Context: an optimization exercise on an open-source flow, tuned for small area, a short achievable clock period and few clock cycles per item. The choices shown serve that exercise and are no tape-out recipe.
RTL that was checked went through simulation tests only; none was proved equivalent to the original.
For runs 1 to 4, only the layout was checked, not whether the RTL still works.
No activity file was given, so power comes from the tool's default toggle rates.

**design/flow/flow/run.sh**
```bash
#!/bin/bash
# The standard layout (the standard.sh, standard synthesis unchanged) with
# the port buffers made from the smallest buffer cell instead of the
# clock-delay buffer that buffer_ports picks by default.
set -euo pipefail
bash standard.sh BUFFER_PORTS_ARGS="-buffer_cell sky130_fd_sc_hd__buf_1" finish > make_finish.log 2>&1
```
**design/flow/standard.sh**
```bash
#!/bin/bash
# synth_recipe.tcl (not shown) runs the flow's synth.tcl, then flattens the netlist and writes it again
# the make line also repeats each setting of config.mk as NAME=value (left out here)
make -C /OpenROAD-flow-scripts/flow DESIGN_CONFIG=/design/flow/config.mk WORK_HOME=/design/flow/orfs CLKGATE_MAP_FILE= SYNTH_SCRIPT=/design/flow/synth_recipe.tcl "${@:-finish}"
```
**design/flow/config.mk**
```make
export PLATFORM = sky130hd
export DESIGN_NAME = mat_ops_controller
export DESIGN_NICKNAME = mat_ops_controller
export VERILOG_FILES = /design/flow/design.v
export SDC_FILE = /design/flow/constraint.sdc
export NUM_CORES = 4
export LEC_CHECK = 0
export CAP_MARGIN = 20
export CORE_MARGIN = 2
export CORE_UTILIZATION = 40
export PLACE_DENSITY = 0.6
export SETUP_SLACK_MARGIN = 2.5
export SLEW_MARGIN = 20
```
**design/flow/constraint.sdc**
```tcl
create_clock -name core_clock -period 5.0 [get_ports {i_clk}]
set_input_delay 1.0000 -clock core_clock [delete_from_list [all_inputs] [get_ports {i_clk}]]
set_output_delay 1.0000 -clock core_clock [all_outputs]
set_load 0.01 [all_outputs]
```
**design/flow/design.v**
```verilog
`timescale 1ns / 1ns
module mat_ops_controller #(
	parameter DATA_LEN = 8,
	parameter N = 8,
	parameter ADDRESS_SIZE = 4
)
(
	input                         i_clk,
	input                         i_rstn,
	input   [DATA_LEN*N-1:0]      i_read_data_A,
	output  [ADDRESS_SIZE-1:0]    o_address_A,
	output                        o_wr_en_A,
	output  [DATA_LEN*N-1:0]      o_write_data_A,
	input   [DATA_LEN*N-1:0]      i_read_data_B,
	output  [ADDRESS_SIZE-1:0]    o_address_B,
	output                        o_wr_en_B,
	output  [DATA_LEN*N-1:0]      o_write_data_B,
	output                        o_done
);
	reg        idle;
	reg  [8:0] S;
	reg  [3:0] T;
	reg  [2:0] r;
	reg  [2:0] wrow;      
	wire start = (i_read_data_A[7:0] == 8'd1);
	wire go    = idle && start;
	wire r0    = (r == 3'd0);
	wire r7    = (r == 3'd7);
	wire [8:0] S_n;
	assign S_n[0] = go || (S[8] && !r7);
	assign S_n[1] = S[0];
	assign S_n[2] = S[1];
	assign S_n[3] = S[2] && !r0;
	assign S_n[4] = (S[2] && r0) || S[3];
	assign S_n[8:5] = S[7:4];
	wire [3:0] T_n = {T[2:0], S[8] && r7};
	wire       idle_n = (idle && !start) || T[3];
	wire [2:0] r_n    = S[8] ? r + 3'd1 : r;
	wire [2:0] wrow_n = S[8] ? r : wrow;
	wire       run_n  = |S_n;
	wire       wb_n   = S_n[3] || T_n[3];
	wire [2:0] k_n    = {S_n[5] | S_n[6] | S_n[7] | S_n[8],
	                     S_n[2] | S_n[4] | S_n[7] | S_n[8],
	                     S_n[1] | S_n[4] | S_n[6] | S_n[8]};
	reg  [3:0] addr_a;
	reg  [3:0] addr_b;
	reg        wr_b;
	reg        done;
	reg        v0;
	reg        f0;
	always @(posedge i_clk, negedge i_rstn) begin
		if (!i_rstn) begin
			idle   <= 1'b1;
			S      <= 9'd0;
			T      <= 4'd0;
			r      <= 3'd0;
			wrow   <= 3'd0;
			addr_a <= 4'd0;
			addr_b <= 4'd0;
			wr_b   <= 1'b0;
			done   <= 1'b0;
		end else begin
			idle   <= idle_n;
			S      <= S_n;
			T      <= T_n;
			r      <= r_n;
			wrow   <= wrow_n;
			addr_a <= {run_n, r_n};
			addr_b <= wb_n ? {1'b1, wrow_n} : {1'b0, k_n};
			wr_b   <= wb_n;
			done   <= T_n[3];
		end
	end
	wire [2:0] k0 = addr_b[2:0];
	always @(posedge i_clk) begin
		v0 <= run_n && !S_n[3];
		f0 <= S_n[0];
	end
	reg                  v1;
	reg  [2:0]           k1;
	reg                  f1;
	reg                  f2;
	reg  [11:0]          a2;       
	wire [7:0]           a1 = i_read_data_A[8*k1 +: 8];
	wire [11:0]          a1_enc;
	genvar m;
	generate
		for (m = 0; m < 4; m = m + 1) begin : BOOTH
			wire hi = a1[2*m+1];
			wire md = a1[2*m];
			wire lo = (m == 0) ? 1'b0 : a1[2*m-1];
			assign a1_enc[3*m]   = hi;
			assign a1_enc[3*m+1] = md ^ lo;
			assign a1_enc[3*m+2] = (hi & ~md & ~lo) | (~hi & md & lo);
		end
	endgenerate
	reg  [63:0]          b2;
	wire [63:0]          acc;
	always @(posedge i_clk) begin
		v1 <= v0;
		k1 <= k0;
		f1 <= f0;
		f2 <= f1;
		a2 <= v1 ? a1_enc : 12'd0;
		b2 <= i_read_data_B;
	end
	genvar j;
	generate
		for (j = 0; j < N; j = j + 1) begin : LANE
			mac_lane u_lane (
				.i_clk (i_clk),
				.a     (a2),
				.b     (b2[8*j +: 8]),
				.first (f2),
				.acc   (acc[8*j +: 8])
			);
		end
	endgenerate
	assign o_address_A    = addr_a;
	assign o_wr_en_A      = done;
	assign o_write_data_A = {(DATA_LEN*N){1'b0}};
	assign o_address_B    = addr_b;
	assign o_wr_en_B      = wr_b;
	assign o_write_data_B = acc;
	assign o_done         = done;
endmodule
module mac_lane (
	input            i_clk,
	input      [11:0] a,
	input      [7:0] b,
	input            first,
	output reg [7:0] acc
);
	reg              first_q;
	wire [14:0] d;
	reg  [14:0] q;
	wire neg0 = a[0];
	wire one0 = a[1];
	wire two0 = a[2];
	wire neg1 = a[3];
	wire one1 = a[4];
	wire two1 = a[5];
	wire neg2 = a[6];
	wire one2 = a[7];
	wire two2 = a[8];
	wire neg3 = a[9];
	wire one3 = a[10];
	wire two3 = a[11];
	wire t1;
	wire t2;
	wire t3;
	wire t4;
	wire t5;
	wire t6;
	wire t7;
	wire t8;
	wire t9;
	wire t10;
	wire t11;
	wire t12;
	wire t13;
	wire t14;
	wire t15;
	assign t1 = (neg1 & ~(one1 & b[0])) ^ (((one0 & b[3]) | (two0 & b[2])) ^ neg0);
	assign t2 = (neg1 & ~(one1 & b[0])) & (((one0 & b[3]) | (two0 & b[2])) ^ neg0);
	assign t3 = (one2 & b[0]) ^ (((one0 & b[4]) | (two0 & b[3])) ^ neg0) ^ (((one1 & b[2]) | (two1 & b[1])) ^ neg1);
	assign t4 = ((one2 & b[0]) & (((one0 & b[4]) | (two0 & b[3])) ^ neg0)) | ((one2 & b[0]) & (((one1 & b[2]) | (two1 & b[1])) ^ neg1)) | ((((one0 & b[4]) | (two0 & b[3])) ^ neg0) & (((one1 & b[2]) | (two1 & b[1])) ^ neg1));
	assign t5 = (neg2 & ~(one2 & b[0])) ^ (((one0 & b[5]) | (two0 & b[4])) ^ neg0) ^ (((one1 & b[3]) | (two1 & b[2])) ^ neg1);
	assign t6 = ((neg2 & ~(one2 & b[0])) & (((one0 & b[5]) | (two0 & b[4])) ^ neg0)) | ((neg2 & ~(one2 & b[0])) & (((one1 & b[3]) | (two1 & b[2])) ^ neg1)) | ((((one0 & b[5]) | (two0 & b[4])) ^ neg0) & (((one1 & b[3]) | (two1 & b[2])) ^ neg1));
	assign t7 = (((one2 & b[1]) | (two2 & b[0])) ^ neg2) ^ t4;
	assign t8 = (((one2 & b[1]) | (two2 & b[0])) ^ neg2) & t4;
	assign t9 = (one3 & b[0]) ^ (((one0 & b[6]) | (two0 & b[5])) ^ neg0) ^ (((one1 & b[4]) | (two1 & b[3])) ^ neg1);
	assign t10 = ((one3 & b[0]) & (((one0 & b[6]) | (two0 & b[5])) ^ neg0)) | ((one3 & b[0]) & (((one1 & b[4]) | (two1 & b[3])) ^ neg1)) | ((((one0 & b[6]) | (two0 & b[5])) ^ neg0) & (((one1 & b[4]) | (two1 & b[3])) ^ neg1));
	assign t11 = (((one2 & b[2]) | (two2 & b[1])) ^ neg2) ^ t6 ^ t9;
	assign t12 = ((((one2 & b[2]) | (two2 & b[1])) ^ neg2) & t6) | ((((one2 & b[2]) | (two2 & b[1])) ^ neg2) & t9) | (t6 & t9);
	assign t13 = (neg3 & ~(one3 & b[0])) ^ (((one0 & b[7]) | (two0 & b[6])) ^ neg0) ^ (((one1 & b[5]) | (two1 & b[4])) ^ neg1);
	assign t14 = (((one2 & b[3]) | (two2 & b[2])) ^ neg2) ^ (((one3 & b[1]) | (two3 & b[0])) ^ neg3) ^ t10;
	assign t15 = t13 ^ t14;
	assign d[0] = (one0 & b[0]);
	assign d[1] = (neg0 & ~(one0 & b[0]));
	assign d[2] = (((one0 & b[1]) | (two0 & b[0])) ^ neg0);
	assign d[3] = (one1 & b[0]);
	assign d[4] = (((one0 & b[2]) | (two0 & b[1])) ^ neg0);
	assign d[5] = (((one1 & b[1]) | (two1 & b[0])) ^ neg1);
	assign d[6] = t1;
	assign d[7] = t2;
	assign d[8] = t3;
	assign d[9] = t5;
	assign d[10] = t7;
	assign d[11] = t8;
	assign d[12] = t11;
	assign d[13] = t12;
	assign d[14] = t15;
	always @(posedge i_clk) begin
		q       <= d;
		first_q <= first;
	end
	wire [7:0] g = first_q ? 8'd0 : acc;
	wire u1;
	wire u2;
	wire u3;
	wire u4;
	wire u5;
	wire u6;
	wire u7;
	wire u8;
	wire u9;
	wire u10;
	wire u11;
	wire u12;
	wire u13;
	assign u1 = q[1] ^ q[2];
	assign u2 = q[1] & q[2];
	assign u3 = q[3] ^ q[4] ^ g[2];
	assign u4 = (q[3] & q[4]) | (q[3] & g[2]) | (q[4] & g[2]);
	assign u5 = q[5] ^ q[6] ^ g[3];
	assign u6 = (q[5] & q[6]) | (q[5] & g[3]) | (q[6] & g[3]);
	assign u7 = q[7] ^ q[8] ^ g[4];
	assign u8 = (q[7] & q[8]) | (q[7] & g[4]) | (q[8] & g[4]);
	assign u9 = q[9] ^ q[10] ^ g[5];
	assign u10 = (q[9] & q[10]) | (q[9] & g[5]) | (q[10] & g[5]);
	assign u11 = q[11] ^ q[12] ^ g[6];
	assign u12 = (q[11] & q[12]) | (q[11] & g[6]) | (q[12] & g[6]);
	assign u13 = q[13] ^ q[14] ^ g[7];
	always @(posedge i_clk)
		acc <= {u12 , u10 , u8 , u6 , u4 , u2 , g[1] , q[0]} + {u13 , u11 , u9 , u7 , u5 , u3 , u1 , g[0]};
endmodule
```
==> flow_summary_export.csv, run 1 <==
group,metric,value,unit
run_status,run_status,"timing/DRC/antenna clean",
detailed_routing,residual_drc,0,
floorplan,core_area,38400,sq um
worst_setup_path,worst_r2r_endpoint,"LANE[3].u_lane.acc[7]",
power_and_ir_drop,ir_worst_vdd,0.278,mV
logic_synthesis,synth_top_area_share,34.8,%
place,last_weighted_congestion_value_of_the_routability_driven_placer,0.836,
detailed_routing,wl_per_cell,16.2,um
grt,grt_max_degree,58,
sta,final_ws_setup,2.54,ns
worst_setup_path,arrival,2.90,ns
place,worst_setup_timing_slack_at_the_placement_stage,1.85,ns
sta,worst-slew-pin-transition,0.965,ns
floorplan,pin_count,269,
sta,timing.setup.tns,0,ns
sta,timing.final.max_slew_violations,0,
grt,wire_length_of_the_first_global_routing_pass,56100,um
logic_synthesis,synth_area_leader_cell,"sky130_fd_sc_hd__dfxtp_1",
detailed_routing,wl,35500,um
sta,final.min_clock_period,2.46,ns
logic_synthesis,netlist_instances,1457,
sta,hold_viol,0,
worst_setup_path,worst_r2r_path_depth,9,
worst_setup_path,crit_path_end_kind,"flip-flop",
cts,tritoncts,"built",
hold_path,hold_depth,0,
floorplan,area_enclosed_by_the_die_boundary,40200,sq um
hold_path,hold_path_class,"reg2reg",
grt,antenna_found_initial,4,
detailed_routing,route.antenna.remaining_nets,0,
power_and_ir_drop,leakage,7.67,nW
worst_setup_path,cp.required,5.44,ns
logic_synthesis,seq_area_frac_synth,38.9,%
detailed_routing,num_vias,10403,
cts,ctsLongestPathBuffers,3,
worst_setup_path,setup.worst_path.class,"reg2reg",
hold_path,critical_hold_path_startpoint,"f2",
sta,slew_headroom,35.6,%
cts,ctsHoldBuffers,0,
detailed_routing,detailedRoute.firstIterationViolations,541,
hold_path,worst_hold_path.endpoint,"LANE[7].u_lane.first_q",
logic_synthesis,post_synth.cell_area_avg,10.6,sq um
final_layout,synthToLayoutAreaGrowth,16.7,%
worst_setup_path,path_max_fanout,8,
cts,htree_num_levels,2,
floorplan,die_h,201,um
logic_synthesis,count_of_flip_flops_with_a_built_in_enable_after_synthesis,0,
logic_synthesis,yosysUniqueCellTypes,52,
worst_setup_path,setup.reg_to_reg.worst_slack,2.54,ns
sta,clk_skew,0.0221,ns
flow_run,max_cap_viol_count,0,
cts,clkTransAtPathRegs,0.06,ns
sta,unrepaired_setup_endpoints_after_global_routing,"true",
floorplan,rows,72,
grt,grt.overflow.total,0,
place,port_buffers,204,
logic_synthesis,synth_top_cells_by_area,"sky130_fd_sc_hd__dfxtp_1 35%, sky130_fd_sc_hd__fa_1 10%, sky130_fd_sc_hd__xnor2_1 9.6%, sky130_fd_sc_hd__ha_1 6.7%, sky130_fd_sc_hd__a22oi_1 6.2%",
logic_synthesis,synth.cells.most_frequent,"269 x sky130_fd_sc_hd__dfxtp_1, 169 x sky130_fd_sc_hd__xnor2_1, 162 x sky130_fd_sc_hd__inv_1",
worst_setup_path,start_kind,"flip-flop",
detailed_routing,viasPerCell,4.76,
power_and_ir_drop,total_power_after_layout,10.8,mW
cts,tritoncts_num_sinks,294,
sta,min_period_over_period,49.2,%
logic_synthesis,summed_instance_area_of_the_synthesized_netlist,15500,sq um
floorplan,dieWidth,201,um
cts,insertion_delay,0.52,ns
cts,cts_made_buffers,34,
detailed_routing,detailedRoute.firstPassIterationCount,5,
grt,first_global_vias,10779,
logic_synthesis,post_synth_arst_share,8.50,%
worst_setup_path,regToRegStartpoint,"LANE[7].u_lane.first_q",
cts,ctsRootBufferMaster,"sky130_fd_sc_hd__clkbuf_16",
logic_synthesis,library_cell_with_the_highest_instance_count_after_synthesis,"sky130_fd_sc_hd__dfxtp_1",
power_and_ir_drop,power.density,596,nW/um^2
grt,track_usage,17.5,%
place,hpwlAfterDp,24800,um
logic_synthesis,yosys_warnings,2,
logic_synthesis,number_of_synthesized_register_bits,294,
final_layout,fillCellCount,3628,
sta,max_freq,0.407,GHz
floorplan,initial_core_util,40.3,%
logic_synthesis,ys_dominant_reg_cell,"sky130_fd_sc_hd__dfxtp_1",
sta,setup_viol_count_final,0,
final_layout,finalNetCount,1938,
final_layout,share_of_layout_cells_above_drive_strength_1,8.52,%
## critical path: stages, from the launching register on
cell and delay [ns]:
sky130_fd_sc_hd__dfxtp_4 0.40, sky130_fd_sc_hd__buf_8 0.15, sky130_fd_sc_hd__nand2b_4 0.13, sky130_fd_sc_hd__fa_1 0.48, sky130_fd_sc_hd__inv_1 0.06, sky130_fd_sc_hd__ha_4 0.22
sky130_fd_sc_hd__and3_1 0.16, sky130_fd_sc_hd__a221o_1 0.36, sky130_fd_sc_hd__o41ai_2 0.26, sky130_fd_sc_hd__xor2_1 0.18
## sequential cells by signal (all words and copies together) (netlist names), 3 cells and up
signal and count:
addr_b 4, LANE.u_lane.acc 64, a2 12, k1 3
b2 64, LANE.u_lane.q 120, S 9, addr_a 4
T 4, wrow 3
## power breakdown
part	switching (mW)	internal [mW]
logic	2.56	2.38
clock network	0.974	1.65
registers	0.290	2.91
## cells by family (layout without fill, tap and decap cells)
family	after synthesis	count (layout)	share of synthesized area, %
fa+ha+maj	163	163	17.1
xor+xnor	211	211	12.1
compound gates	217	217	10.3
simple gates	250	250	9.15
buf+inv	294	441	8.97
other cells	1	66	0.0243
flops	294	294	38.9
mux	27	27	3.45
## metrics by stage
step                util (%)  area [sq um]  instances  hold WS [ns]
floorplan                  -         15800       1520         0.310
global placement        43.0         16500       2120         0.313
detailed placement      43.0         16500       2120         0.312
CTS                     46.4         17800       2182         0.324
global route            47.0         18000       2186         0.329
finish                  47.0         18000       2187         0.323
## cell usage in the layout (no fill, tap or decap), types with 4 or more instances in the layout
cell type                     n
sky130_fd_sc_hd__dfxtp_1    261
sky130_fd_sc_hd__buf_1      204
sky130_fd_sc_hd__xnor2_1    169
sky130_fd_sc_hd__inv_1      162
sky130_fd_sc_hd__a22oi_1    128
sky130_fd_sc_hd__fa_1        80
sky130_fd_sc_hd__ha_1        67
sky130_fd_sc_hd__conb_1      64
sky130_fd_sc_hd__nor2b_1     54
sky130_fd_sc_hd__nand2b_1    44
sky130_fd_sc_hd__xor2_1      40
sky130_fd_sc_hd__and2_1      37
sky130_fd_sc_hd__clkbuf_16   37
sky130_fd_sc_hd__nor2_1      32
sky130_fd_sc_hd__dfrtp_1     24
sky130_fd_sc_hd__nand2_1     22
sky130_fd_sc_hd__nor3_1      20
sky130_fd_sc_hd__a21oi_1     16
sky130_fd_sc_hd__nand3_1     16
sky130_fd_sc_hd__mux4_2      16
sky130_fd_sc_hd__ha_4        16
sky130_fd_sc_hd__o211ai_1    11
sky130_fd_sc_hd__buf_4       10
sky130_fd_sc_hd__o21ai_0      9
sky130_fd_sc_hd__o41ai_2      8
sky130_fd_sc_hd__a21boi_0     8
sky130_fd_sc_hd__clkinv_2     8
sky130_fd_sc_hd__dfxtp_4      7
sky130_fd_sc_hd__a21o_1       7
sky130_fd_sc_hd__o21a_1       5
sky130_fd_sc_hd__a221oi_1     5
sky130_fd_sc_hd__o21bai_1     5
sky130_fd_sc_hd__and3_1       5
sky130_fd_sc_hd__bufinv_16    5
sky130_fd_sc_hd__mux2_2       4
sky130_fd_sc_hd__nand4b_1     4
sky130_fd_sc_hd__mux2i_4      4
sky130_fd_sc_hd__clkbuf_8     4
## repair_timing
item / in CTS / in global routing
gates resized for setup: 11 / 33
endpoints found under the setup margin: 51 / 37
pin swaps: 1 / 12
buffers inserted: 4 / 3
endpoints found under the hold margin: 0 / 0
## area by class of cell
| class | instances | area (sq um) | share of cell area [%] |
|---|---|---|---|
| multi-input cells | 932 | 8600 | 47.7 |
| diodes | 2 | 5.00 | 0.0277 |
| well taps | 518 | 648 | 3.59 |
| clock buffers | 44 | 992 | 5.50 |
| inverters | 162 | 608 | 3.37 |
| flip-flops and latches | 294 | 6040 | 33.5 |
| repair buffers | 221 | 950 | 5.26 |
| clock inverters | 14 | 199 | 1.10 |
## how the worst max path moves through the flow
stage,startpoint,end,slack (ns),cells past startpoint
2_1_floorplan,LANE[7].u_lane.first_q,LANE[0].u_lane.acc[7],2.38,11
3_5_place_dp,LANE[7].u_lane.first_q,LANE[3].u_lane.acc[7],1.85,9
4_1_cts,LANE[7].u_lane.first_q,LANE[3].u_lane.acc[7],2.44,9
6_report,LANE[7].u_lane.first_q,LANE[3].u_lane.acc[7],2.54,9
5_1_grt,LANE[7].u_lane.first_q,LANE[5].u_lane.acc[7],2.40,9
3_3_place_gp,LANE[7].u_lane.first_q,LANE[3].u_lane.acc[7],1.95,9
## metal layers
metal / global-route usage, % / part of all wire, % / up-vias
met5: 0 / 0.076 / -
met4: 5.93 / 2.4 / 4
met3: 3.90 / 6.3 / 52
met2: 30.1 / 48 / 314
met1: 21.7 / 43 / 4973
li1: - / - / 5060
==> run 2, diff against run 1 <==
--- a/design/flow/design.v
+++ b/design/flow/design.v
@@ -196,32 +196,6 @@
 		first_q <= first;
 	end
 	wire [7:0] g = first_q ? 8'd0 : acc;
-	wire u1;
-	wire u2;
-	wire u3;
-	wire u4;
-	wire u5;
-	wire u6;
-	wire u7;
-	wire u8;
-	wire u9;
-	wire u10;
-	wire u11;
-	wire u12;
-	wire u13;
-	assign u1 = q[1] ^ q[2];
-	assign u2 = q[1] & q[2];
-	assign u3 = q[3] ^ q[4] ^ g[2];
-	assign u4 = (q[3] & q[4]) | (q[3] & g[2]) | (q[4] & g[2]);
-	assign u5 = q[5] ^ q[6] ^ g[3];
-	assign u6 = (q[5] & q[6]) | (q[5] & g[3]) | (q[6] & g[3]);
-	assign u7 = q[7] ^ q[8] ^ g[4];
-	assign u8 = (q[7] & q[8]) | (q[7] & g[4]) | (q[8] & g[4]);
-	assign u9 = q[9] ^ q[10] ^ g[5];
-	assign u10 = (q[9] & q[10]) | (q[9] & g[5]) | (q[10] & g[5]);
-	assign u11 = q[11] ^ q[12] ^ g[6];
-	assign u12 = (q[11] & q[12]) | (q[11] & g[6]) | (q[12] & g[6]);
-	assign u13 = q[13] ^ q[14] ^ g[7];
 	always @(posedge i_clk)
-		acc <= {u12 , u10 , u8 , u6 , u4 , u2 , g[1] , q[0]} + {u13 , u11 , u9 , u7 , u5 , u3 , u1 , g[0]};
+		acc <= g + {q[13] , q[11] , q[9] , q[7] , q[5] , q[3] , q[1] , q[0]} + {q[14] , q[12] , q[10] , q[8] , q[6] , q[4] , q[2] , 1'b0};
 endmodule
==> flow_summary_export.csv, run 2 <==
group,metric,value,unit
sta,timing.final.max_slew_violations,0,
detailed_routing,route.antenna.remaining_nets,0,
sta,worst-slew-pin-transition,0.858,ns
worst_setup_path,setup.worst_path.class,"reg2reg",
sta,min_period_over_period,50.1,%
final_layout,final-instance-count-excl-fill,2029,
logic_synthesis,synth_top_area_share,36.5,%
worst_setup_path,path_max_fanout,11,
detailed_routing,wl,34200,um
cts,clkTransAtPathRegs,0.06,ns
worst_setup_path,setup.reg_to_reg.worst_slack,2.50,ns
hold_path,hold_depth,0,
flow_run,max_cap_viol_count,0,
power_and_ir_drop,pwr-share-seq,33.7,%
power_and_ir_drop,power.density,558,nW/um^2
sta,unrepaired_setup_endpoints_after_global_routing,"true",
grt,grt_max_degree,58,
grt,antenna_found_initial,2,
floorplan,pin_count,269,
logic_synthesis,yosysUniqueCellTypes,45,
hold_path,worst_hold_path.endpoint,"f2",
detailed_routing,routed.top_layer,"met5",
power_and_ir_drop,swShare,34.0,%
final_layout,largest_register_ffs,120,
power_and_ir_drop,cellInternalPower,6.33,mW
place,hpwlAfterDp,23900,um
sta,setup_viol_count_final,0,
final_layout,synthToLayoutAreaGrowth,16.5,%
sta,clk_skew,0.0233,ns
logic_synthesis,summed_instance_area_of_the_synthesized_netlist,14800,sq um
floorplan,die_h,196,um
detailed_routing,detail_route.wirelength.met1,14200,um
power_and_ir_drop,total_power_after_layout,9.60,mW
power_and_ir_drop,ir_worst_vdd,0.229,mV
sta,hold_viol,0,
cts,insertion_delay,0.53,ns
detailed_routing,residual_drc,0,
logic_synthesis,seq_area_frac_synth,40.7,%
detailed_routing,detailedRoute.firstIterationViolations,505,
power_and_ir_drop,switchingPower,3.26,mW
sta,final.hold.worst_slack,0.328,ns
hold_path,hold_path_class,"reg2reg",
logic_synthesis,yosys_warnings,2,
final_layout,largest_registers,"LANE.u_lane.q x120, LANE.u_lane.acc x64, b2 x64",
final_layout,mostFrequentLayoutCell,"sky130_fd_sc_hd__dfxtp_1",
grt,track_usage,17.5,%
hold_path,critical_hold_path_startpoint,"f1",
final_layout,largest_register,"LANE.u_lane.q",
floorplan,dieWidth,196,um
logic_synthesis,netlist_instances,1328,
final_layout,insertedDiodeCount,0,
logic_synthesis,synth.cells.most_frequent,"269 x sky130_fd_sc_hd__dfxtp_1, 186 x sky130_fd_sc_hd__xnor2_1, 128 x sky130_fd_sc_hd__a22oi_1",
cts,htree_num_levels,2,
final_layout,final_cell_mix,"259 x sky130_fd_sc_hd__dfxtp_1, 204 x sky130_fd_sc_hd__buf_1, 186 x sky130_fd_sc_hd__xnor2_1",
cts,ctsLongestPathBuffers,3,
worst_setup_path,crit_path_end_kind,"flip-flop",
logic_synthesis,count_of_flip_flops_with_a_built_in_enable_after_synthesis,0,
worst_setup_path,cp-startpoint,"LANE[7].u_lane.first_q",
worst_setup_path,arrival,2.91,ns
final_layout,finalNetCount,1831,
detailed_routing,wl_per_cell,16.8,um
detailed_routing,viasPerCell,4.82,
worst_setup_path,cp.required,5.40,ns
logic_synthesis,synth_top_cells_by_area,"sky130_fd_sc_hd__dfxtp_1 36%, sky130_fd_sc_hd__fa_1 12%, sky130_fd_sc_hd__xnor2_1 11%, sky130_fd_sc_hd__a22oi_1 6.5%, sky130_fd_sc_hd__ha_1 6.4%",
floorplan,area_enclosed_by_the_die_boundary,38400,sq um
place,last_weighted_congestion_value_of_the_routability_driven_placer,0.796,
sta,slew_headroom,42.7,%
logic_synthesis,synth_area_leader_cell,"sky130_fd_sc_hd__dfxtp_1",
worst_setup_path,start_kind,"flip-flop",
power_and_ir_drop,leakage,7.18,nW
worst_setup_path,worst_r2r_path_depth,12,
detailed_routing,wl_met3,2160,um
floorplan,rows,70,
logic_synthesis,ys_dominant_reg_cell,"sky130_fd_sc_hd__dfxtp_1",
cts,tritoncts,"built",
place,total_placed_cells_including_tap_cells,1952,
cts,cts_made_buffers,35,
cts,ctsRootBufferMaster,"sky130_fd_sc_hd__clkbuf_16",
sta,final.min_clock_period,2.50,ns
run_status,run_status,"timing/DRC/antenna clean",
power_and_ir_drop,power_frac_clock,26.2,%
detailed_routing,detailedRoute.firstPassIterationCount,5,
grt,wire_length_of_the_first_global_routing_pass,52900,um
cts,tritoncts_num_sinks,294,
logic_synthesis,post_synth.cell_area_avg,11.1,sq um
worst_setup_path,regToRegStartpoint,"LANE[7].u_lane.first_q",
final_layout,share_of_layout_cells_above_drive_strength_1,9.55,%
logic_synthesis,number_of_synthesized_register_bits,294,
grt,first_global_vias,10006,
floorplan,initial_core_util,40.5,%
sta,timing.setup.tns,0,ns
grt,grt.overflow.total,0,
sta,max_freq,0.399,GHz
power_and_ir_drop,combinationalPowerShare,40.1,%
detailed_routing,num_vias,9776,
logic_synthesis,library_cell_with_the_highest_instance_count_after_synthesis,"sky130_fd_sc_hd__dfxtp_1",
logic_synthesis,post_synth_arst_share,8.50,%
floorplan,core_area,36400,sq um
detailed_routing,met2RoutedLength,17100,um
place,port_buffers,204,
worst_setup_path,worst_r2r_endpoint,"LANE[4].u_lane.acc[7]",
run 2: cell count changes after synthesis, moves of 17 or more:
cell	change
sky130_fd_sc_hd__a21oi_1	+20
sky130_fd_sc_hd__xor2_1	-21
sky130_fd_sc_hd__inv_1	-54
sky130_fd_sc_hd__nand2b_1	-18
sky130_fd_sc_hd__xnor2_1	+17
run 2: metrics by stage:
| stage | cell area [sq um] | util (%) | setup WS [ns] |
|---|---|---|---|
| after global routing | 17200 | 47.2 | 2.40 |
| after detailed placement | 15700 | 43.2 | 2.26 |
| final | 17200 | 47.2 | 2.50 |
| after floorplan | 15100 | - | 2.47 |
| after global placement | 15700 | 43.2 | 2.28 |
| after CTS | 16900 | 46.4 | 2.36 |
run 2: cell families (layout without fill, tap and decap cells):
kind of cell    count (synthesis)  count (layout)  share of synthesized area [%]
flops                         294             294                           40.7
buf+inv                       229             399                           7.60
compound gates                214             214                           9.95
xor+xnor                      207             207                           12.5
simple gates                  193             193                           7.43
fa+ha+maj                     163             163                           18.3
mux                            27              27                           3.49
other cells                     1              64                         0.0254
run 2: worst max-delay path by stage:
stage	slack, ns	to
finish	2.50	LANE[4].u_lane.acc[7]
global route	2.40	LANE[4].u_lane.acc[7]
CTS	2.36	LANE[3].u_lane.acc[7]
detailed placement	2.26	LANE[0].u_lane.acc[7]
global placement	2.28	LANE[5].u_lane.acc[7]
floorplan	2.47	LANE[3].u_lane.acc[7]
run 2: cell type report:
type / instances / area (sq um)
Timing Repair Buffer: 230 / 1040
Sequential cell: 294 / 6040
Fill cell: 3397 / 19200
Tap cell: 468 / 586
Multi-Input combinational cell: 868 / 7980
Clock buffer: 46 / 998
Clock inverter: 14 / 148
Inverter: 109 / 409
run 2: per-layer routing:
layer  vias up  GRT usage (%)
li1       4664              -
met1      4741           21.6
met2       309           30.7
met3        58           3.90
met4         4           5.08
met5         -              0
run 2: critical path: stages (launching register included):
cell and delay, ns:
sky130_fd_sc_hd__dfxtp_4 0.36, sky130_fd_sc_hd__buf_12 0.14, sky130_fd_sc_hd__nand2b_4 0.14, sky130_fd_sc_hd__fa_1 0.43, sky130_fd_sc_hd__inv_1 0.07, sky130_fd_sc_hd__ha_2 0.17
sky130_fd_sc_hd__inv_1 0.06, sky130_fd_sc_hd__fa_2 0.41, sky130_fd_sc_hd__nor2b_2 0.13, sky130_fd_sc_hd__nor3_1 0.06, sky130_fd_sc_hd__o21bai_1 0.21, sky130_fd_sc_hd__a21oi_2 0.09
sky130_fd_sc_hd__xnor2_1 0.12
run 2: repair_timing:
| action | in CTS | in global routing |
|---|---|---|
| gates resized for setup | 10 | 32 |
| gates cloned | 0 | 2 |
| pin swaps | 1 | 16 |
| setup buffers | 1 | 14 |
| setup endpoints to repair | 32 | 32 |
| hold buffers | 0 | 0 |
run 2: power by group through the flow:
stage,Combinational (mW),Sequential [mW],Clock [mW]
global placement,3.62,3.30,0
finish,3.85,3.23,2.51
floorplan,2.86,3.30,0
global route,4.40,3.29,2.66
detailed placement,3.71,3.29,0
CTS,3.77,3.25,2.57
==> run 3, diff against run 2 <==
--- a/design/flow/config.mk
+++ b/design/flow/config.mk
@@ -9,5 +9,5 @@
 export CORE_MARGIN = 2
 export CORE_UTILIZATION = 40
 export PLACE_DENSITY = 0.6
-export SETUP_SLACK_MARGIN = 2.5
+export SETUP_SLACK_MARGIN = 2.9
 export SLEW_MARGIN = 20
==> flow_summary_export.csv, run 3 <==
group,metric,value,unit
run_status,run_status,"timing/DRC/antenna clean",
power_and_ir_drop,power_frac_clock,24.3,%
sta,min_period_over_period,50.0,%
logic_synthesis,ys_dominant_reg_cell,"sky130_fd_sc_hd__dfxtp_1",
worst_setup_path,crit_path_end_kind,"flip-flop",
worst_setup_path,cp-startpoint,"LANE[7].u_lane.first_q",
grt,track_usage,19.1,%
worst_setup_path,regToRegStartpoint,"LANE[7].u_lane.first_q",
logic_synthesis,synth_area_leader_cell,"sky130_fd_sc_hd__dfxtp_1",
sta,max_freq,0.400,GHz
power_and_ir_drop,cellInternalPower,6.84,mW
worst_setup_path,worst_r2r_path_depth,12,
logic_synthesis,library_cell_with_the_highest_instance_count_after_synthesis,"sky130_fd_sc_hd__dfxtp_1",
final_layout,seqCellArea,6050,sq um
final_layout,final-instance-count-excl-fill,2078,
worst_setup_path,highest_cell_delay_on_the_worst_timing_path,0.46,ns
floorplan,rows,70,
cts,clkTransAtPathRegs,0.06,ns
detailed_routing,residual_drc,0,
worst_setup_path,cell_with_the_largest_stage_delay_on_the_worst_path,"sky130_fd_sc_hd__dfxtp_4",
detailed_routing,route.antenna.remaining_nets,0,
final_layout,share_of_layout_cells_above_drive_strength_1,19.3,%
place,last_weighted_congestion_value_of_the_routability_driven_placer,0.800,
power_and_ir_drop,ir_worst_vdd,0.285,mV
logic_synthesis,seq_area_frac_synth,40.7,%
worst_setup_path,path_max_fanout,6,
detailed_routing,detailedRoute.firstIterationViolations,449,
sta,clk_skew,0.0175,ns
cts,insertion_delay,0.53,ns
flow_run,max_cap_viol_count,0,
final_layout,layout.core_utilization,50.3,%
final_layout,insertedDiodeCount,0,
logic_synthesis,yosys_warnings,2,
final_layout,largest_register,"LANE.u_lane.q",
floorplan,pin_count,269,
cts,tritoncts_num_sinks,294,
grt,wire_length_of_the_first_global_routing_pass,56700,um
final_layout,largest_registers,"LANE.u_lane.q x120, LANE.u_lane.acc x64, b2 x64",
sta,setup_viol_count_final,0,
place,port_buffers,204,
worst_setup_path,setup.worst_path.class,"reg2reg",
sta,hold_viol,0,
final_layout,final_cell_mix,"250 x sky130_fd_sc_hd__dfxtp_1, 181 x sky130_fd_sc_hd__xnor2_1, 177 x sky130_fd_sc_hd__buf_1",
power_and_ir_drop,pwr-share-seq,31.3,%
logic_synthesis,post_synth.cell_area_avg,11.1,sq um
worst_setup_path,start_kind,"flip-flop",
cts,ctsHoldBuffers,0,
final_layout,largest_register_ffs,120,
power_and_ir_drop,leakage,7.67,nW
final_layout,synthToLayoutAreaGrowth,24.1,%
logic_synthesis,synth_top_area_share,36.5,%
detailed_routing,wl,36400,um
sta,timing.setup.tns,0,ns
logic_synthesis,post_synth_arst_share,8.50,%
worst_setup_path,setup.reg_to_reg.worst_slack,2.50,ns
detailed_routing,num_vias,9983,
sta,unrepaired_setup_endpoints_after_global_routing,"true",
worst_setup_path,critical_path.n_buffers_inverters,3,
sta,worst-slew-pin-transition,0.569,ns
worst_setup_path,cp.required,5.40,ns
worst_setup_path,worst_r2r_endpoint,"LANE[6].u_lane.acc[7]",
place,total_placed_cells_including_tap_cells,1954,
floorplan,area_enclosed_by_the_die_boundary,38400,sq um
floorplan,core_area,36400,sq um
cts,ctsLongestPathBuffers,3,
power_and_ir_drop,combinationalPowerShare,44.4,%
sta,final.min_clock_period,2.50,ns
logic_synthesis,synth_top_cells_by_area,"sky130_fd_sc_hd__dfxtp_1 36%, sky130_fd_sc_hd__fa_1 12%, sky130_fd_sc_hd__xnor2_1 11%, sky130_fd_sc_hd__a22oi_1 6.5%, sky130_fd_sc_hd__ha_1 6.4%",
floorplan,initial_core_util,40.5,%
detailed_routing,viasPerCell,4.80,
worst_setup_path,cp.depth,12,
cts,ctsRootBufferMaster,"sky130_fd_sc_hd__clkbuf_16",
logic_synthesis,synth.cells.most_frequent,"269 x sky130_fd_sc_hd__dfxtp_1, 186 x sky130_fd_sc_hd__xnor2_1, 128 x sky130_fd_sc_hd__a22oi_1",
logic_synthesis,count_of_flip_flops_with_a_built_in_enable_after_synthesis,0,
hold_path,hold_path_class,"reg2reg",
final_layout,total_area_of_multi_input_combinational_cells,8430,sq um
logic_synthesis,summed_instance_area_of_the_synthesized_netlist,14800,sq um
grt,grt_max_degree,33,
sta,timing.final.max_slew_violations,0,
logic_synthesis,number_of_synthesized_register_bits,294,
final_layout,finalNetCount,1878,
floorplan,dieWidth,196,um
worst_setup_path,critical-path-top-delay-family,"adder cells",
logic_synthesis,netlist_instances,1328,
detailed_routing,wl_per_cell,17.5,um
cts,htree_num_levels,2,
power_and_ir_drop,switchingPower,3.50,mW
grt,first_global_vias,10392,
worst_setup_path,arrival,2.90,ns
power_and_ir_drop,swShare,33.9,%
cts,cts_made_buffers,34,
place,hpwlAfterDp,23500,um
grt,antenna_found_initial,0,
sta,slew_headroom,61.5,%
logic_synthesis,yosysUniqueCellTypes,45,
detailed_routing,detailedRoute.firstPassIterationCount,5,
power_and_ir_drop,total_power_after_layout,10.3,mW
worst_setup_path,crit_path_cell_trace,"buf_12 > nand2b_4 > fa_2 > inv_2 > ha_4 > inv_2 > fa_2 > nor2b_4 > nor3_4 > o21bai_1 > a21oi_1 > xnor2_1",
cts,tritoncts,"built",
worst_setup_path,critPathCapture,"LANE[6].u_lane.acc[7]",
power_and_ir_drop,power.density,565,nW/um^2
final_layout,mostFrequentLayoutCell,"sky130_fd_sc_hd__dfxtp_1",
grt,grt.overflow.total,0,
final_layout,fillCellCount,3231,
floorplan,die_h,196,um
[run 3: cell counts after synthesis]
No cell type changed its count.
[run 3: worst reg2reg max path: stages, from the launching register on]
cell and delay [ns]:
sky130_fd_sc_hd__dfxtp_4 0.46, sky130_fd_sc_hd__buf_12 0.17, sky130_fd_sc_hd__nand2b_4 0.13, sky130_fd_sc_hd__fa_2 0.44, sky130_fd_sc_hd__inv_2 0.08, sky130_fd_sc_hd__ha_4 0.13, sky130_fd_sc_hd__inv_2 0.03, sky130_fd_sc_hd__fa_2 0.37
sky130_fd_sc_hd__nor2b_4 0.17, sky130_fd_sc_hd__nor3_4 0.05, sky130_fd_sc_hd__o21bai_1 0.14, sky130_fd_sc_hd__a21oi_1 0.10, sky130_fd_sc_hd__xnor2_1 0.13
[run 3: cell families after synthesis]
family | share of synthesized area, %
simple gates | 7.43
mux | 3.49
fa+ha+maj | 18.3
xor+xnor | 12.5
compound gates | 9.95
buf+inv | 7.60
other cells | 0.0254
flops | 40.7
[run 3: power by group through the flow]
stage	registers, mW	logic [mW]	clock network (mW)
floorplan	3.30	2.93	0
global placement	3.29	3.68	0
detailed placement	3.28	3.77	0
CTS	3.24	4.20	2.58
global route	3.30	5.17	2.68
finish	3.24	4.59	2.51
[run 3: metal layers]
metal	wire length [um]	global-route usage, %	up-vias
li1	-	-	4779
met1	15700	23.8	4843
met2	17700	32.7	304
met3	2180	4.44	57
met4	872	5.98	0
met5	0	0	-
[run 3: worst min path at each step]
stage	from	end	slack [ns]	depth (start not counted)
after global placement	f0	f1	0.31	0
final	f2	LANE[7].u_lane.first_q	0.33	0
after CTS	f2	LANE[7].u_lane.first_q	0.33	0
after detailed placement	f2	LANE[7].u_lane.first_q	0.31	0
after floorplan	f2	LANE[7].u_lane.first_q	0.31	0
after global routing	f1	f2	0.33	0
[run 3: what timing repair did]
action	in CTS	in global routing
pin swaps	45	55
setup endpoints to repair	111	77
endpoints found under the hold margin	0	0
gates resized for setup	103	93
buffers inserted	47	13
cloned	3	0
[run 3: stage by stage]
| stage | worst slack (ns) | cell area [sq um] | hold WS, ns |
|---|---|---|---|
| floorplan | 2.48 | 15200 | 0.310 |
| global placement | 2.02 | 15800 | 0.312 |
| detailed placement | 1.94 | 15800 | 0.312 |
| CTS | 2.50 | 17900 | 0.329 |
| global route | 2.40 | 18300 | 0.331 |
| finish | 2.50 | 18300 | 0.327 |
[run 3: layout make-up]
type	instances	area share (%)
Tap cell	468	3.20
Sequential cell	294	33.1
Inverter	109	2.23
Clock inverter	11	0.636
Timing Repair Buffer	278	9.25
Multi-Input combinational cell	868	46.0
Clock buffer	50	5.58
==> run 4, diff against run 3 <==
--- a/design/flow/config.mk
+++ b/design/flow/config.mk
@@ -9,5 +9,5 @@
 export CORE_MARGIN = 2
 export CORE_UTILIZATION = 40
 export PLACE_DENSITY = 0.6
-export SETUP_SLACK_MARGIN = 2.9
+export SETUP_SLACK_MARGIN = 2.7
 export SLEW_MARGIN = 20
==> flow_summary_export.csv, run 4 <==
group,metric,value,unit
run_status,run_status,"timing/DRC/antenna clean",
cts,tritoncts_num_sinks,294,
sta,worst-slew-pin-transition,0.678,ns
sta,final.min_clock_period,2.53,ns
final_layout,largest_register,"LANE.u_lane.q",
sta,slew_headroom,54.7,%
worst_setup_path,arrival,2.93,ns
final_layout,largest_register_ffs,120,
floorplan,rows,70,
cts,tritoncts,"built",
cts,ctsLongestPathBuffers,3,
detailed_routing,wl,35800,um
sta,clk_skew,0.0197,ns
logic_synthesis,synth_top_cells_by_area,"sky130_fd_sc_hd__dfxtp_1 36%, sky130_fd_sc_hd__fa_1 12%, sky130_fd_sc_hd__xnor2_1 11%, sky130_fd_sc_hd__a22oi_1 6.5%, sky130_fd_sc_hd__ha_1 6.4%",
logic_synthesis,synth_xor_xnor_area_share,12.5,%
final_layout,fillCellCount,3350,
logic_synthesis,synth_mux_area_share,3.49,%
final_layout,share_of_layout_cells_above_drive_strength_1,12.6,%
sta,final.hold.worst_slack,0.325,ns
sta,timing.final.max_slew_violations,0,
grt,track_usage,18.0,%
cts,clkTransAtPathRegs,0.06,ns
power_and_ir_drop,leakage,7.36,nW
grt,grt.overflow.total,0,
logic_synthesis,number_of_synthesized_register_bits,294,
cts,ctsHoldBuffers,0,
power_and_ir_drop,ir_worst_vdd,0.258,mV
floorplan,pin_count,269,
floorplan,core_area,36400,sq um
final_layout,synthToLayoutAreaGrowth,19.7,%
logic_synthesis,ys_dominant_reg_cell,"sky130_fd_sc_hd__dfxtp_1",
logic_synthesis,post_synth_fa_ha_maj_area_fraction,18.3,%
grt,first_global_vias,10055,
logic_synthesis,post_synth_arst_share,8.50,%
logic_synthesis,summed_instance_area_of_the_synthesized_netlist,14800,sq um
power_and_ir_drop,power.density,567,nW/um^2
worst_setup_path,start_kind,"flip-flop",
hold_path,hold_path_class,"reg2reg",
logic_synthesis,seq_area_frac_synth,40.7,%
floorplan,die_h,196,um
sta,unrepaired_setup_endpoints_after_global_routing,"true",
logic_synthesis,yosysUniqueCellTypes,45,
detailed_routing,detailedRoute.firstPassIterationCount,7,
sta,timing.setup.tns,0,ns
detailed_routing,num_vias,9861,
detailed_routing,detailedRoute.firstIterationViolations,468,
grt,grtUsageMet2,32.1,%
grt,grt_max_degree,42,
floorplan,dieWidth,196,um
logic_synthesis,netlist_instances,1328,
sta,hold_viol,0,
sta,max_freq,0.395,GHz
final_layout,mostFrequentLayoutCell,"sky130_fd_sc_hd__dfxtp_1",
final_layout,largest_registers,"LANE.u_lane.q x120, LANE.u_lane.acc x64, b2 x64",
flow_run,max_cap_viol_count,0,
sta,setup_viol_count_final,0,
place,hpwlAfterDp,24000,um
place,port_buffers,204,
logic_synthesis,synth_compound_area_share,9.95,%
detailed_routing,route.antenna.remaining_nets,0,
worst_setup_path,setup.reg_to_reg.worst_slack,2.47,ns
final_layout,final_cell_mix,"258 x sky130_fd_sc_hd__dfxtp_1, 204 x sky130_fd_sc_hd__buf_1, 186 x sky130_fd_sc_hd__xnor2_1",
place,placedInstanceArea,15800,sq um
cts,insertion_delay,0.52,ns
worst_setup_path,path_max_fanout,5,
detailed_routing,wl_per_cell,17.5,um
logic_synthesis,main_combinational_cell_family_by_area_after_synthesis,"adder cells",
floorplan,initial_core_util,40.5,%
logic_synthesis,synth_area_leader_cell,"sky130_fd_sc_hd__dfxtp_1",
cts,htree_num_levels,2,
logic_synthesis,synth.cells.most_frequent,"269 x sky130_fd_sc_hd__dfxtp_1, 186 x sky130_fd_sc_hd__xnor2_1, 128 x sky130_fd_sc_hd__a22oi_1",
cts,cts_made_buffers,34,
detailed_routing,residual_drc,0,
logic_synthesis,yosys_warnings,2,
grt,met3_usage,3.52,%
grt,grtUsageMet1,22.1,%
detailed_routing,viasPerCell,4.81,
floorplan,area_enclosed_by_the_die_boundary,38400,sq um
logic_synthesis,count_of_flip_flops_with_a_built_in_enable_after_synthesis,0,
cts,ctsRootBufferMaster,"sky130_fd_sc_hd__clkbuf_16",
grt,antenna_found_initial,0,
logic_synthesis,post_synth.cell_area_avg,11.1,sq um
logic_synthesis,library_cell_with_the_highest_instance_count_after_synthesis,"sky130_fd_sc_hd__dfxtp_1",
worst_setup_path,crit_path_end_kind,"flip-flop",
worst_setup_path,cp.required,5.40,ns
grt,grt.busiest_layer,"met2",
grt,wire_length_of_the_first_global_routing_pass,53900,um
worst_setup_path,setup.worst_path.class,"reg2reg",
logic_synthesis,synth_top_area_share,36.5,%
final_layout,finalNetCount,1850,
final_layout,postLayoutCellArea,17700,sq um
sta,min_period_over_period,50.6,%
place,last_weighted_congestion_value_of_the_routability_driven_placer,0.821,
logic_synthesis,synth_simple_gate_area_share,7.43,%
[run 4: critical path: stages (launching register included)]
cell and delay (ns):
sky130_fd_sc_hd__dfxtp_4 0.39, sky130_fd_sc_hd__buf_12 0.15, sky130_fd_sc_hd__buf_8 0.12, sky130_fd_sc_hd__nand2b_4 0.13
sky130_fd_sc_hd__fa_2 0.44, sky130_fd_sc_hd__inv_2 0.08, sky130_fd_sc_hd__ha_4 0.13, sky130_fd_sc_hd__inv_2 0.04
sky130_fd_sc_hd__fa_2 0.38, sky130_fd_sc_hd__nor2b_4 0.14, sky130_fd_sc_hd__nor3_2 0.05, sky130_fd_sc_hd__o21bai_1 0.15
sky130_fd_sc_hd__a21oi_1 0.10, sky130_fd_sc_hd__xnor2_1 0.12
[run 4: metal layers]
layer	vias up	wire, um
met5	-	0
met4	0	785
met3	51	2150
met2	309	17800
met1	4790	15000
li1	4711	-
[run 4: metrics by stage]
stage	total power [mW]	util (%)	setup WS, ns	std cells
2_1_floorplan	6.21	-	2.48	1391
5_1_grt	10.8	48.5	2.40	2048
4_1_cts	9.90	47.8	2.49	2038
6_report	10.0	48.5	2.47	2049
3_3_place_gp	6.95	43.4	1.85	1954
3_5_place_dp	7.05	43.4	1.77	1954
[run 4: final cells by class]
cell class / instances / area (sq um) / share of cell area (%)
antenna: 1 / 2.50 / 0.0142
tap: 468 / 586 / 3.31
clock buffer: 47 / 1020 / 5.79
timing repair buffer: 250 / 1270 / 7.18
inverter: 109 / 409 / 2.32
multi-input combinational: 868 / 8150 / 46.1
clock inverter: 12 / 175 / 0.992
sequential: 294 / 6050 / 34.3
[run 4: worst paths after layout]
check | depth (start not counted) | to | startpoint
max | 13 | LANE[4].u_lane.acc[7] | LANE[7].u_lane.first_q
min | 0 | f1 | f0
max reg2reg | 13 | LANE[4].u_lane.acc[7] | LANE[7].u_lane.first_q
min reg2reg | 0 | f1 | f0
max in group asynchronous | 2 | idle | i_rstn
min in group asynchronous | 2 | S[8] | i_rstn
[run 4: power by group]
| part | leakage, nW | internal, mW | switching, mW |
|---|---|---|---|
| combinational | 4.20 | 2.09 | 2.06 |
| sequential | 2.56 | 2.91 | 0.326 |
| clock | 0.595 | 1.64 | 0.988 |
| total | 7.36 | 6.64 | 3.37 |
[run 4: cell families (layout without fill, tap and decap cells)]
family          count (synthesis)  in the layout
flops                         294            294
buf+inv                       229            418
compound gates                214            214
xor+xnor                      207            207
simple gates                  193            193
fa+ha+maj                     163            163
mux                            27             27
other cells                     1             65
[run 4: timing repair]
item	4_1_cts	5_1_grt
buffers inserted	25	10
pin swaps	27	37
gates resized for setup	45	33
endpoints found under the setup margin	89	48
==> run 5, diff against run 4 <==
--- a/design/flow/design.v
+++ b/design/flow/design.v
@@ -18,8 +18,9 @@
 	output                        o_done
 );
 	reg        idle;
+	reg        P;
 	reg  [8:0] S;
-	reg  [3:0] T;
+	reg  [2:0] T;
 	reg  [2:0] r;
 	reg  [2:0] wrow;      
 	wire start = (i_read_data_A[7:0] == 8'd1);
@@ -27,21 +28,21 @@
 	wire r0    = (r == 3'd0);
 	wire r7    = (r == 3'd7);
 	wire [8:0] S_n;
-	assign S_n[0] = go || (S[8] && !r7);
+	assign S_n[0] = P || (S[8] && !r7);
 	assign S_n[1] = S[0];
-	assign S_n[2] = S[1];
-	assign S_n[3] = S[2] && !r0;
-	assign S_n[4] = (S[2] && r0) || S[3];
-	assign S_n[8:5] = S[7:4];
-	wire [3:0] T_n = {T[2:0], S[8] && r7};
-	wire       idle_n = (idle && !start) || T[3];
+	assign S_n[2] = S[1] && !r0;
+	assign S_n[3] = (S[1] && r0) || S[2];
+	assign S_n[8:4] = S[7:3];
+	wire [2:0] T_n = {T[1:0], S[8] && r7};
+	wire       idle_n = (idle && !start) || T[2];
 	wire [2:0] r_n    = S[8] ? r + 3'd1 : r;
 	wire [2:0] wrow_n = S[8] ? r : wrow;
-	wire       run_n  = |S_n;
-	wire       wb_n   = S_n[3] || T_n[3];
+	wire       wb_n   = S_n[2] || T_n[2];
 	wire [2:0] k_n    = {S_n[5] | S_n[6] | S_n[7] | S_n[8],
-	                     S_n[2] | S_n[4] | S_n[7] | S_n[8],
+	                     S_n[3] | S_n[4] | S_n[7] | S_n[8],
 	                     S_n[1] | S_n[4] | S_n[6] | S_n[8]};
+	wire       ra_n   = go || (|S_n[7:0]) || (S_n[8] && !r7);
+	wire [2:0] rowa_n = S_n[8] ? r_n + 3'd1 : r_n;
 	reg  [3:0] addr_a;
 	reg  [3:0] addr_b;
 	reg        wr_b;
@@ -51,8 +52,9 @@
 	always @(posedge i_clk, negedge i_rstn) begin
 		if (!i_rstn) begin
 			idle   <= 1'b1;
+			P      <= 1'b0;
 			S      <= 9'd0;
-			T      <= 4'd0;
+			T      <= 3'd0;
 			r      <= 3'd0;
 			wrow   <= 3'd0;
 			addr_a <= 4'd0;
@@ -61,27 +63,26 @@
 			done   <= 1'b0;
 		end else begin
 			idle   <= idle_n;
+			P      <= go;
 			S      <= S_n;
 			T      <= T_n;
 			r      <= r_n;
 			wrow   <= wrow_n;
-			addr_a <= {run_n, r_n};
+			addr_a <= ra_n ? {1'b1, rowa_n} : 4'd0;
 			addr_b <= wb_n ? {1'b1, wrow_n} : {1'b0, k_n};
 			wr_b   <= wb_n;
-			done   <= T_n[3];
+			done   <= T_n[2];
 		end
 	end
 	wire [2:0] k0 = addr_b[2:0];
 	always @(posedge i_clk) begin
-		v0 <= run_n && !S_n[3];
+		v0 <= (|S_n) && !S_n[2];
 		f0 <= S_n[0];
 	end
-	reg                  v1;
-	reg  [2:0]           k1;
 	reg                  f1;
-	reg                  f2;
-	reg  [11:0]          a2;       
-	wire [7:0]           a1 = i_read_data_A[8*k1 +: 8];
+	reg  [11:0]          a2, a2r;
+	reg                  f2, keep2;
+	wire [7:0]           a1 = i_read_data_A[8*k0 +: 8];
 	wire [11:0]          a1_enc;
 	genvar m;
 	generate
@@ -94,24 +95,27 @@
 			assign a1_enc[3*m+2] = (hi & ~md & ~lo) | (~hi & md & lo);
 		end
 	endgenerate
-	reg  [63:0]          b2;
 	wire [63:0]          acc;
 	always @(posedge i_clk) begin
-		v1 <= v0;
-		k1 <= k0;
-		f1 <= f0;
-		f2 <= f1;
-		a2 <= v1 ? a1_enc : 12'd0;
-		b2 <= i_read_data_B;
+		f1    <= f0;
+		f2    <= f1;
+		keep2 <= !f1;
+		a2    <= v0 ? a1_enc : 12'd0;
+	end
+	always @(posedge i_clk, negedge i_rstn) begin
+		if (!i_rstn)
+			a2r <= 12'd0;
+		else
+			a2r <= v0 ? a1_enc : 12'd0;
 	end
 	genvar j;
 	generate
 		for (j = 0; j < N; j = j + 1) begin : LANE
-			mac_lane u_lane (
+			mac_lane #(.KEEP_LOW(j < N/2 ? 0 : 1)) u_lane (
 				.i_clk (i_clk),
-				.a     (a2),
-				.b     (b2[8*j +: 8]),
-				.first (f2),
+				.a     (j < N/2 ? a2 : a2r),
+				.b     (i_read_data_B[8*j +: 8]),
+				.first (j < N/2 ? f2 : keep2),
 				.acc   (acc[8*j +: 8])
 			);
 		end
@@ -124,14 +128,15 @@
 	assign o_write_data_B = acc;
 	assign o_done         = done;
 endmodule
-module mac_lane (
+module mac_lane #(
+	parameter KEEP_LOW = 0    
+) (
 	input            i_clk,
 	input      [11:0] a,
 	input      [7:0] b,
 	input            first,
 	output reg [7:0] acc
 );
-	reg              first_q;
 	wire [14:0] d;
 	reg  [14:0] q;
 	wire neg0 = a[0];
@@ -191,11 +196,10 @@
 	assign d[12] = t11;
 	assign d[13] = t12;
 	assign d[14] = t15;
-	always @(posedge i_clk) begin
-		q       <= d;
-		first_q <= first;
-	end
-	wire [7:0] g = first_q ? 8'd0 : acc;
+	always @(posedge i_clk)
+		q <= d;
+	wire first_q = first;
+	wire [7:0] g = (KEEP_LOW ? !first_q : first_q) ? 8'd0 : acc;
 	always @(posedge i_clk)
 		acc <= g + {q[13] , q[11] , q[9] , q[7] , q[5] , q[3] , q[1] , q[0]} + {q[14] , q[12] , q[10] , q[8] , q[6] , q[4] , q[2] , 1'b0};
 endmodule
--- a/design/flow/config.mk
+++ b/design/flow/config.mk
@@ -9,5 +9,5 @@
 export CORE_MARGIN = 2
 export CORE_UTILIZATION = 40
 export PLACE_DENSITY = 0.6
-export SETUP_SLACK_MARGIN = 2.7
+export SETUP_SLACK_MARGIN = 2.3
 export SLEW_MARGIN = 20
==> flow_summary_export.csv, run 5 <==
group,metric,value,unit
cts,ctsRootBufferMaster,"sky130_fd_sc_hd__clkbuf_16",
final_layout,largest_register,"LANE.u_lane.q",
grt,first_global_vias,9276,
grt,grt_max_degree,41,
sta,final.min_clock_period,2.58,ns
place,port_buffers,204,
worst_setup_path,worst_r2r_path_depth,11,
final_layout,seqCellArea,5040,sq um
cts,ctsLongestPathBuffers,3,
sta,clk_skew,0.0244,ns
logic_synthesis,synth.cells.most_frequent,"201 x sky130_fd_sc_hd__dfxtp_1, 190 x sky130_fd_sc_hd__xnor2_1, 128 x sky130_fd_sc_hd__a22oi_1",
logic_synthesis,count_of_flip_flops_with_a_built_in_enable_after_synthesis,0,
floorplan,rows,67,
flow_run,max_cap_viol_count,0,
cts,tritoncts,"built",
place,worst_setup_timing_slack_at_the_placement_stage,1.98,ns
logic_synthesis,post_synth.cell_area_avg,10.8,sq um
detailed_routing,residual_drc,0,
sta,timing.setup.tns,0,ns
sta,max_freq,0.388,GHz
worst_setup_path,regToRegStartpoint,"f2",
place,hpwlAfterDp,22500,um
final_layout,mostFrequentLayoutCell,"sky130_fd_sc_hd__buf_1",
cts,insertion_delay,0.56,ns
worst_setup_path,cp-startpoint,"f2",
floorplan,initial_core_util,40.8,%
worst_setup_path,cp.required,5.43,ns
final_layout,total_area_of_multi_input_combinational_cells,7900,sq um
worst_setup_path,crit_path_end_kind,"flip-flop",
worst_setup_path,critPathMostFrequentCell,"sky130_fd_sc_hd__a21oi_2",
worst_setup_path,cell_with_the_largest_stage_delay_on_the_worst_path,"sky130_fd_sc_hd__fa_1",
cts,htree_num_levels,1,
floorplan,die_h,189,um
power_and_ir_drop,ir_worst_vdd,0.259,mV
logic_synthesis,seq_area_frac_synth,36.5,%
floorplan,area_enclosed_by_the_die_boundary,35900,sq um
sta,hold_viol,0,
final_layout,fillCellCount,3227,
logic_synthesis,synth_area_leader_cell,"sky130_fd_sc_hd__dfxtp_1",
sta,final_ws_setup,2.42,ns
detailed_routing,detailedRoute.firstIterationViolations,310,
final_layout,finalNetCount,1760,
power_and_ir_drop,power.density,352,nW/um^2
cts,cts_made_buffers,28,
worst_setup_path,setup.worst_path.class,"reg2reg",
detailed_routing,viasPerCell,4.72,
cts,clkTransAtPathRegs,0.06,ns
grt,wire_length_of_the_first_global_routing_pass,48500,um
final_layout,final_cell_mix,"203 x sky130_fd_sc_hd__buf_1, 196 x sky130_fd_sc_hd__dfxtp_1, 190 x sky130_fd_sc_hd__xnor2_1",
grt,antenna_found_initial,1,
sta,timing.final.max_slew_violations,0,
sta,worst-slew-pin-transition,0.870,ns
cts,tritoncts_num_sinks,241,
worst_setup_path,critPathCapture,"LANE[1].u_lane.acc[7]",
hold_path,hold_path_class,"reg2reg",
worst_setup_path,highest_cell_delay_on_the_worst_timing_path,0.48,ns
logic_synthesis,yosysUniqueCellTypes,40,
sta,slew_headroom,41.9,%
final_layout,largest_register_ffs,120,
sta,min_period_over_period,51.6,%
grt,grt.overflow.total,0,
floorplan,core_area,33700,sq um
place,last_weighted_congestion_value_of_the_routability_driven_placer,0.843,
worst_setup_path,start_kind,"flip-flop",
cts,ctsHoldBuffers,0,
floorplan,pin_count,269,
logic_synthesis,yosys_warnings,3,
logic_synthesis,library_cell_with_the_highest_instance_count_after_synthesis,"sky130_fd_sc_hd__dfxtp_1",
final_layout,largest_registers,"LANE.u_lane.q x120, LANE.u_lane.acc x64",
logic_synthesis,summed_instance_area_of_the_synthesized_netlist,13800,sq um
worst_setup_path,crit_path_cell_trace,"buf_8 > nand2b_1 > fa_1 > inv_1 > ha_1 > fa_2 > a21o_1 > a21oi_2 > o21bai_1 > a21oi_2 > xnor2_1",
sta,setup_viol_count_final,0,
sta,unrepaired_setup_endpoints_after_global_routing,"true",
logic_synthesis,synth_top_cells_by_area,"sky130_fd_sc_hd__dfxtp_1 29%, sky130_fd_sc_hd__fa_1 13%, sky130_fd_sc_hd__xnor2_1 12%, sky130_fd_sc_hd__dfrtp_1 7.1%, sky130_fd_sc_hd__a22oi_1 7.0%",
hold_path,hold_depth,0,
logic_synthesis,number_of_synthesized_register_bits,241,
logic_synthesis,netlist_instances,1276,
logic_synthesis,post_synth_arst_share,16.6,%
worst_setup_path,setup.reg_to_reg.worst_slack,2.42,ns
detailed_routing,wl_per_cell,15.4,um
worst_setup_path,arrival,3.01,ns
logic_synthesis,synth_top_area_share,29.3,%
detailed_routing,num_vias,9149,
power_and_ir_drop,leakage,6.63,nW
worst_setup_path,worst_r2r_endpoint,"LANE[1].u_lane.acc[7]",
detailed_routing,detailedRoute.firstPassIterationCount,7,
detailed_routing,route.antenna.remaining_nets,0,
grt,track_usage,16.9,%
final_layout,share_of_layout_cells_above_drive_strength_1,6.92,%
floorplan,dieWidth,189,um
run_status,run_status,"timing/DRC/antenna clean",
logic_synthesis,ys_dominant_reg_cell,"sky130_fd_sc_hd__dfxtp_1",
detailed_routing,wl,29800,um
worst_setup_path,path_max_fanout,19,
final_layout,synthToLayoutAreaGrowth,14.7,%
[run 5: cell count changes after synthesis, sizes merged, moves of 4 or more]
cell    delta
nand2b     -9
buf        -7
xnor2      +4
nor2b     -19
nand2      +9
o21ai      -4
dfxtp     -68
dfrtp     +15
and2      +24
[run 5: cell families after synthesis]
kind of cell,share of synthesized area (%)
simple gates,8.01
mux,3.58
xor+xnor,13.6
other cells,0.0273
buf+inv,7.91
fa+ha+maj,19.7
flops,36.5
compound gates,10.6
[run 5: final cells by class]
class                      instances  share of cell area (%)
sequential                       241                    32.0
clock inverter                    17                    1.48
inverter                         106                    2.52
tap                              448                    3.55
antenna                            4                  0.0635
multi-input combinational        877                    50.1
clock buffer                      35                    4.93
timing repair buffer             212                    5.37
[run 5: per-layer routing]
metal,up-vias,global-route usage (%),part of all wire (%)
met5,-,0,0
met4,0,5.93,2.6
met3,55,2.50,5.2
met2,285,28.8,48
met1,4325,22.0,45
li1,4484,-,-
[run 5: report_power, final]
part,switching (mW),internal (mW)
Combinational,0.618,0.481
Clock,0.847,1.37
Sequential,0.125,2.12
[run 5: how the worst min path moves through the flow]
| stage | to | from | slack, ns |
|---|---|---|---|
| after floorplan | f1 | f0 | 0.31 |
| after global placement | f1 | f0 | 0.32 |
| after detailed placement | f1 | f0 | 0.32 |
| after CTS | f1 | f0 | 0.34 |
| after global routing | f1 | f0 | 0.34 |
| final | f1 | f0 | 0.33 |
[run 5: critical path: cells and delay by family, from the launching register on]
kind	cells	cell delay [ns]
AO/OA/AOI/OAI	4	0.58
XOR/XNOR	1	0.08
adder cells (fa/ha/maj)	3	1.10
buffers and inverters	2	0.19
flip-flops	1	0.35
AND/OR/NAND/NOR	1	0.16
[run 5: what timing repair did]
item / in CTS / in global routing
setup endpoints to repair: 16 / 17
pin swaps: 1 / 0
gates resized for setup: 7 / 15
buffers inserted: 1 / 0
[run 5: metrics by stage]
step                power [mW]  area (sq um)  hold slack [ns]  cells  utilization, %
CTS                       5.64         15700            0.337   1936            46.7
global placement          3.39         14700            0.316   1883            43.6
global route              5.86         15800            0.341   1937            46.8
detailed placement        3.39         14700            0.323   1883            43.6
finish                    5.56         15800            0.333   1940            46.8
floorplan                 3.03         14000            0.310   1339               -
Testbench counts of run 5, summed over its fixed seeds: cycles 29,184, jobs 384.

## what the ideal ports hide
In the flow no input, the clock included, has a driving cell. The finished layouts below were timed again as built, in two steps.
Step 1 sets driving cells, clkbuf_16 on the clock port and buf_2 on the other inputs (assumed; they add their load-dependent delay and slew).
Step 2 also shifts input and output timing later by t, the mid clock arrival at the registers, as if the neighbouring blocks saw the same clock.
Slacks: no drivers / after step 1 / after step 2; pairs: no drivers / after step 1.
run	t, ns	slack for setup (ns)	worst setup path at the end	worst register clock-pin slew, ns
run 1	0.559	2.541 / 2.541 / 2.541	register to register	0.06 / 0.06
run 2	0.564	2.497 / 2.497 / 2.478	input to register	0.06 / 0.06
run 3	0.573	2.499 / 2.499 / 2.499	register to register	0.06 / 0.06
run 4	0.567	2.469 / 2.469 / 2.378	input to register	0.06 / 0.06
run 5	0.595	2.421 / 2.404 / 2.205	input to register	0.07 / 0.07
After both steps every run listed still meets setup and hold. For run 5, which loses most, drivers alone change the setup slack by -0.017 ns; drivers and shift together by -0.216 ns.
